This is an optimization exercise on Yosys and OpenROAD, whose aim is small area and a short achievable clock period, not a production implementation.
At most, simulation tests tie the RTL to the original design; equivalence was not proved.
Power and IR drop assume default switching activity.

## fjord
==> flow/design.v <==
module ARMSIM(
	input CLOCK_50, rst, fu_EN,
	output[31:0] imem_addr,
	input[31:0] imem_data,
	output dmem_r_en, dmem_w_en,
	output[31:0] dmem_addr, dmem_wdata,
	input[31:0] dmem_rdata,
	output wb_en,
	output[3:0] wb_dest,
	output[31:0] wb_data
);
	wire clk = CLOCK_50;
	function cond_ok;
		input [3:0] c;
		input [3:0] f;  
		begin
			case (c)
				4'b0000: cond_ok = f[2];
				4'b0001: cond_ok = ~f[2];
				4'b0010: cond_ok = f[1];
				4'b0011: cond_ok = ~f[1];
				4'b0100: cond_ok = f[3];
				4'b0101: cond_ok = ~f[3];
				4'b0110: cond_ok = f[0];
				4'b0111: cond_ok = ~f[0];
				4'b1000: cond_ok = f[1] & ~f[2];
				4'b1001: cond_ok = ~f[1] & f[2];
				4'b1010: cond_ok = f[3] == f[0];
				4'b1011: cond_ok = f[3] != f[0];
				4'b1100: cond_ok = ~f[2] & (f[3] == f[0]);
				4'b1101: cond_ok = ~f[2] | (f[3] != f[0]);
				default: cond_ok = 1'b1;
			endcase
		end
	endfunction
	reg [31:0] pc;
	reg [31:0] f_ins;           
	reg fu_r;                   
	reg [3:0] sr;               
	reg x_wb, x_mr, x_mw, x_br, x_s;    
	reg x_nh;                   
	reg [3:0] x_cond, x_dest;
	reg [31:0] x_a;             
	reg [31:0] x_bv;            
	reg [11:0] x_so;            
	reg [4:0] x_rot;            
	reg x_los;
	reg x_inv, x_cinc, x_cin1;
	reg x_sum, x_and, x_or, x_xor, x_mov;   
	reg x_fa_mem, x_fb_mem, x_fa_ld, x_fb_ld;
	reg m_wb, m_mr, m_mw, m_sel;
	reg [3:0] m_dest;
	reg [31:0] m_alu, m_st;
	reg w_wb;
	reg [3:0] w_dest;
	reg [31:0] w_val;
	reg [31:0] rf [0:15];
	reg [15:0] rv;              
	wire x_ok = cond_ok(x_cond, sr) & x_nh;
	wire e_wb = x_wb & x_ok;
	wire e_mr = x_mr & x_ok;
	wire e_mw = x_mw & x_ok;
	wire e_br = x_br & x_ok;
	wire e_s  = x_s & x_ok;
	wire [31:0] opa = x_fa_ld ? w_val : x_fa_mem ? m_alu : x_a;
	wire [31:0] opb = x_fb_ld ? w_val : x_fb_mem ? m_alu : x_bv;
	wire [63:0] rot2 = {opb, opb} >> x_rot;
	wire [4:0] sh_n = x_so[11:7];
	reg [31:0] keep;
	integer k;
	always @(*) begin
		for (k = 0; k < 32; k = k + 1)
			case (x_so[6:5])
				2'b00: keep[k] = (k >= sh_n);
				2'b11: keep[k] = 1'b1;
				default: keep[k] = (k + sh_n < 32);
			endcase
	end
	wire [31:0] shv = {(x_so[6:5] == 2'b11) ? opb[0] : rot2[31], rot2[30:0]} & keep;
	wire [31:0] val2 = x_los ? {20'b0, x_so} : shv;
	wire [31:0] b2 = x_inv ? ~val2 : val2;
	wire cin = x_cin1 | (x_cinc & sr[1]);
	wire [31:0] pg = opa ^ b2;
	wire [31:0] g0 = opa & b2;
	reg [31:0] gg, pp;
	reg [32:0] c;
	integer l, j;
	always @(*) begin
		gg = g0;
		pp = pg;
		for (l = 0; l < 5; l = l + 1)
			for (j = 0; j < 32; j = j + 1)
				if (j & (1 << l)) begin
					gg[j] = gg[j] | (pp[j] & gg[((j >> l) << l) - 1]);
					pp[j] = pp[j] & pp[((j >> l) << l) - 1];
				end
		c = {gg | (pp & {32{cin}}), cin};
	end
	wire [31:0] sum = pg ^ c[31:0];
	wire [31:0] lres = ({32{x_and}} & g0) | ({32{x_or}} & (g0 | pg))
	                 | ({32{x_xor}} & pg) | ({32{x_mov}} & b2);
	wire [31:0] alu = ({32{x_sum}} & sum) | lres;
	wire z_sum = &(~(pg ^ {opa[30:0] | b2[30:0], cin}));
	wire f_z = x_sum ? z_sum : (lres == 32'b0);
	wire f_c = x_sum & (c[32] ^ x_inv);
	wire f_v = x_sum & (c[32] ^ c[31]);
	wire [3:0] flags = {alu[31], f_z, f_c, f_v};
	wire [31:0] ins = f_ins;
	wire [1:0] mode = ins[27:26];
	wire [3:0] op = ins[24:21];
	wire i_s = ins[20];
	wire i_imm = ins[25];
	wire [3:0] src1 = ins[19:16];
	wire is_ls = (op == 4'b0100) && (mode == 2'b01);
	wire [3:0] src2 = is_ls ? ins[15:12] : (!i_imm && !ins[4]) ? ins[3:0] : 4'b0;
	wire dp = (mode == 2'b00);
	reg d_wbop;
	always @(*) begin
		case (op)
			4'b1101, 4'b1111, 4'b0100, 4'b0101, 4'b0010, 4'b0110,
			4'b0000, 4'b1100, 4'b0001: d_wbop = 1'b1;
			default: d_wbop = 1'b0;
		endcase
	end
	wire d_wb = (dp & d_wbop) | (is_ls & i_s);
	wire d_mr = is_ls & i_s;
	wire d_mw = is_ls & ~i_s;
	wire d_br = (mode == 2'b10) && (op == 4'b0111);
	wire d_s  = dp & i_s;
	reg d_inv, d_cinc, d_cin1, d_sum, d_and, d_or, d_xor, d_mov;
	always @(*) begin
		{d_inv, d_cinc, d_cin1, d_sum, d_and, d_or, d_xor, d_mov} = 8'b0;
		if (dp) begin
			case (op)
				4'b1101: d_mov = 1'b1;                                 
				4'b1111: begin d_mov = 1'b1; d_inv = 1'b1; end         
				4'b0100: d_sum = 1'b1;                                 
				4'b0101: begin d_sum = 1'b1; d_cinc = 1'b1; end        
				4'b0010, 4'b1010: begin d_sum = 1'b1; d_inv = 1'b1; d_cin1 = 1'b1; end  
				4'b0110: begin d_sum = 1'b1; d_inv = 1'b1; d_cinc = 1'b1; end  
				4'b1100: d_or = 1'b1;                                  
				4'b0001: d_xor = 1'b1;                                 
				default: d_and = 1'b1;                                 
			endcase
		end else begin
			d_sum = 1'b1;  
		end
	end
	wire d_immdp = i_imm & ~is_ls & ~d_br;
	wire [63:0] rimm = {24'b0, ins[7:0], 24'b0, ins[7:0]} >> {ins[11:8], 1'b0};
	wire d_sh0 = d_br | d_immdp;      
	wire [11:0] d_so = (d_sh0 & ~is_ls) ? 12'b0 : ins[11:0];
	wire [4:0] d_rot = (d_so[6:5] == 2'b00) ? 5'd0 - d_so[11:7] :
	                   (d_so[6:5] == 2'b11) ? 5'd0 : d_so[11:7];
	wire [31:0] wbv_n = m_sel ? dmem_rdata : m_alu;
	wire use_b = ~d_sh0 | is_ls;
	wire fa_wb_n  = fu_r & ~d_br & m_wb & (m_dest == src1);
	wire fa_mem_n = fu_r & ~d_br & e_wb & (x_dest == src1) & ~fa_wb_n;
	wire fb_wb_n  = fu_r & use_b & m_wb & (m_dest == src2);
	wire fb_mem_n = fu_r & use_b & e_wb & (x_dest == src2) & ~fb_wb_n;
	wire [15:0] dec1 = 16'b1 << src1;
	wire [15:0] dec2 = 16'b1 << src2;
	wire a_rf = ~d_br & ~fa_wb_n;
	wire b_rf = use_b & ~fb_wb_n;
	reg [31:0] a_n, b_n;
	integer r;
	always @(*) begin
		a_n = ({32{d_br}} & pc)
		    | ({32{fa_wb_n & ~m_sel}} & m_alu)
		    | ({32{a_rf & ~|(dec1 & rv)}} & {28'b0, src1});
		b_n = ({32{d_br}} & {{8{ins[23]}}, ins[23:0]})
		    | ({32{d_immdp}} & rimm[31:0])
		    | ({32{fb_wb_n & ~m_sel}} & m_alu)
		    | ({32{b_rf & ~|(dec2 & rv)}} & {28'b0, src2});
		for (r = 0; r < 16; r = r + 1) begin
			a_n = a_n | ({32{a_rf & dec1[r] & rv[r]}} & rf[r]);
			b_n = b_n | ({32{b_rf & dec2[r] & rv[r]}} & rf[r]);
		end
	end
	wire d_ok_late = cond_ok(ins[31:28], e_s ? flags : sr);
	wire ex1 = (x_dest == src1), ex2 = (x_dest == src2);
	wire me1 = (m_dest == src1), me2 = (m_dest == src2);
	wire haz_early = fu_r ? (e_mr & (ex1 | ex2))
	                      : ((e_wb & (ex1 | (~i_imm & ex2))) | (m_wb & (me1 | (~i_imm & me2))));
	wire haz_k = ~fu_r & i_imm & d_mw & ((e_wb & ex2) | (m_wb & me2));
	wire hazard = haz_early | (haz_k & d_ok_late);
	always @(posedge clk) begin
		fu_r <= fu_EN;
		if (rst) begin
			pc <= 32'b0;
			f_ins <= 32'b0;
		end else if (!hazard) begin
			pc <= e_br ? sum : pc + 32'd1;
			f_ins <= e_br ? 32'b0 : imem_data;
		end
		if (rst)
			sr <= 4'b0;
		else if (e_s)
			sr <= flags;
		if (rst || e_br)
			{x_wb, x_mr, x_mw, x_br, x_s} <= 5'b0;
		else
			{x_wb, x_mr, x_mw, x_br, x_s} <= {d_wb, d_mr, d_mw, d_br, d_s};
		x_nh <= ~hazard;
		x_cond <= ins[31:28];
		x_dest <= ins[15:12];
		x_a <= a_n;
		x_bv <= b_n;
		x_so <= d_so;
		x_rot <= d_rot;
		x_los <= is_ls;
		{x_inv, x_cinc, x_cin1} <= {d_inv, d_cinc, d_cin1};
		{x_sum, x_and, x_or, x_xor, x_mov} <= {d_sum, d_and, d_or, d_xor, d_mov};
		{x_fa_mem, x_fb_mem} <= {fa_mem_n, fb_mem_n};
		{x_fa_ld, x_fb_ld} <= {fa_wb_n & m_sel, fb_wb_n & m_sel};
		if (rst)
			{m_wb, m_mr, m_mw} <= 3'b0;
		else
			{m_wb, m_mr, m_mw} <= {e_wb, e_mr, e_mw};
		m_sel <= x_mr;
		m_dest <= x_dest;
		m_alu <= alu;
		m_st <= opb;
		if (rst)
			rv <= 16'b0;
		else if (m_wb)
			rv[m_dest] <= 1'b1;
		if (m_wb)
			rf[m_dest] <= wbv_n;
		w_wb <= rst ? 1'b0 : m_wb;
		w_dest <= m_dest;
		w_val <= wbv_n;
	end
	assign imem_addr = pc;
	assign dmem_r_en = m_mr;
	assign dmem_w_en = m_mw;
	assign dmem_addr = m_alu;
	assign dmem_wdata = m_st;
	assign wb_en = w_wb;
	assign wb_dest = w_dest;
	assign wb_data = w_val;
endmodule
export LEC_CHECK = 0
export ABC_AREA = 1
export CAP_MARGIN = 75
export CORE_MARGIN = 2
export CORE_UTILIZATION = 40
export SETUP_SLACK_MARGIN = 0.5
export SLEW_MARGIN = 75
create_clock -name core_clock -period 25.0 [get_ports {CLOCK_50}]
standard.sh (not shown) runs the stock make flow with config.mk's settings and CLKGATE_MAP_FILE= SYNTH_SCRIPT=/design/flow/synth_recipe.tcl, a recipe that flattens the netlist after the stock synthesis.
==> flow/flow/run.sh <==
#!/bin/bash
# The standard layout (the standard.sh, standard synthesis included),
# with plain buffers on the ports instead of the delay cells that
# buffer_ports picks by itself.
set -euo pipefail
export BUFFER_PORTS_ARGS="-buffer_cell sky130_fd_sc_hd__buf_2"
bash standard.sh > standard.log 2>&1
### fjord -> nickel
diff --git a/flow/design.v b/flow/design.v
--- a/flow/design.v
+++ b/flow/design.v
@@ -34,8 +34,10 @@
 		end
 	endfunction
 	reg [31:0] pc;
 	reg [31:0] f_ins;           
+	reg [31:0] f_prev;          
+	reg f_stall;                
 	reg fu_r;                   
 	reg [3:0] sr;               
 	reg x_wb, x_mr, x_mw, x_br, x_s;    
 	reg x_nh;                   
@@ -104,9 +106,9 @@
 	wire f_z = x_sum ? z_sum : (lres == 32'b0);
 	wire f_c = x_sum & (c[32] ^ x_inv);
 	wire f_v = x_sum & (c[32] ^ c[31]);
 	wire [3:0] flags = {alu[31], f_z, f_c, f_v};
-	wire [31:0] ins = f_ins;
+	wire [31:0] ins = f_stall ? f_prev : f_ins;
 	wire [1:0] mode = ins[27:26];
 	wire [3:0] op = ins[24:21];
 	wire i_s = ins[20];
 	wire i_imm = ins[25];
@@ -185,15 +187,15 @@
 	wire haz_k = ~fu_r & i_imm & d_mw & ((e_wb & ex2) | (m_wb & me2));
 	wire hazard = haz_early | (haz_k & d_ok_late);
 	always @(posedge clk) begin
 		fu_r <= fu_EN;
-		if (rst) begin
+		if (rst)
 			pc <= 32'b0;
-			f_ins <= 32'b0;
-		end else if (!hazard) begin
+		else if (!hazard)
 			pc <= e_br ? sum : pc + 32'd1;
-			f_ins <= e_br ? 32'b0 : imem_data;
-		end
+		f_ins <= (rst || e_br) ? 32'b0 : imem_data;
+		f_prev <= ins;
+		f_stall <= ~rst & hazard;
 		if (rst)
 			sr <= 4'b0;
 		else if (e_s)
 			sr <= flags;
### Flow results
- | power after layout | nickel vs fjord | 0.00048 W higher |
- In the reports for nickel and fjord, the smaller time the worst path needs with I/O delays and setup belongs to nickel.
- Timing, DRC, antenna: 0 failures across nickel and fjord
- nickel: final wirelength is about 7% higher than what fjord reported.
- From fjord to nickel the numbers moved as follows: critical path depth down 38, cell internal power dissipation higher, average instance area after synthesis moved down, final worst-path setup slack moved up.
For fjord, only the layout was checked, not whether the RTL still works.

-- what the ideal ports hide --
How much do the figures lean on ideal ports? The routed layouts below were timed once more, with nothing changed but the port constraints. Step 1 sets driving cells, clkbuf_16 on the clock port and buf_2 on the other inputs (assumed; they add their load-dependent delay and slew). Step 2, shift: input delay + t, output delay - t, t = (earliest + latest rising clock arrival at the registers) / 2. This alone moves slack from input paths to output paths. Three values: ideal ports, drivers, drivers and shift; two values: the first two.
| run | t, ns | slack for setup (ns) | clock arrival spread, ns |
|---|---|---|---|
| fjord | 0.756 | 18.291 / 18.291 / 18.291 | 0.047 / 0.047 |
| nickel | 0.760 | 18.414 / 18.333 / 18.563 | 0.037 / 0.037 |
After both steps setup and hold are still met in every run listed.
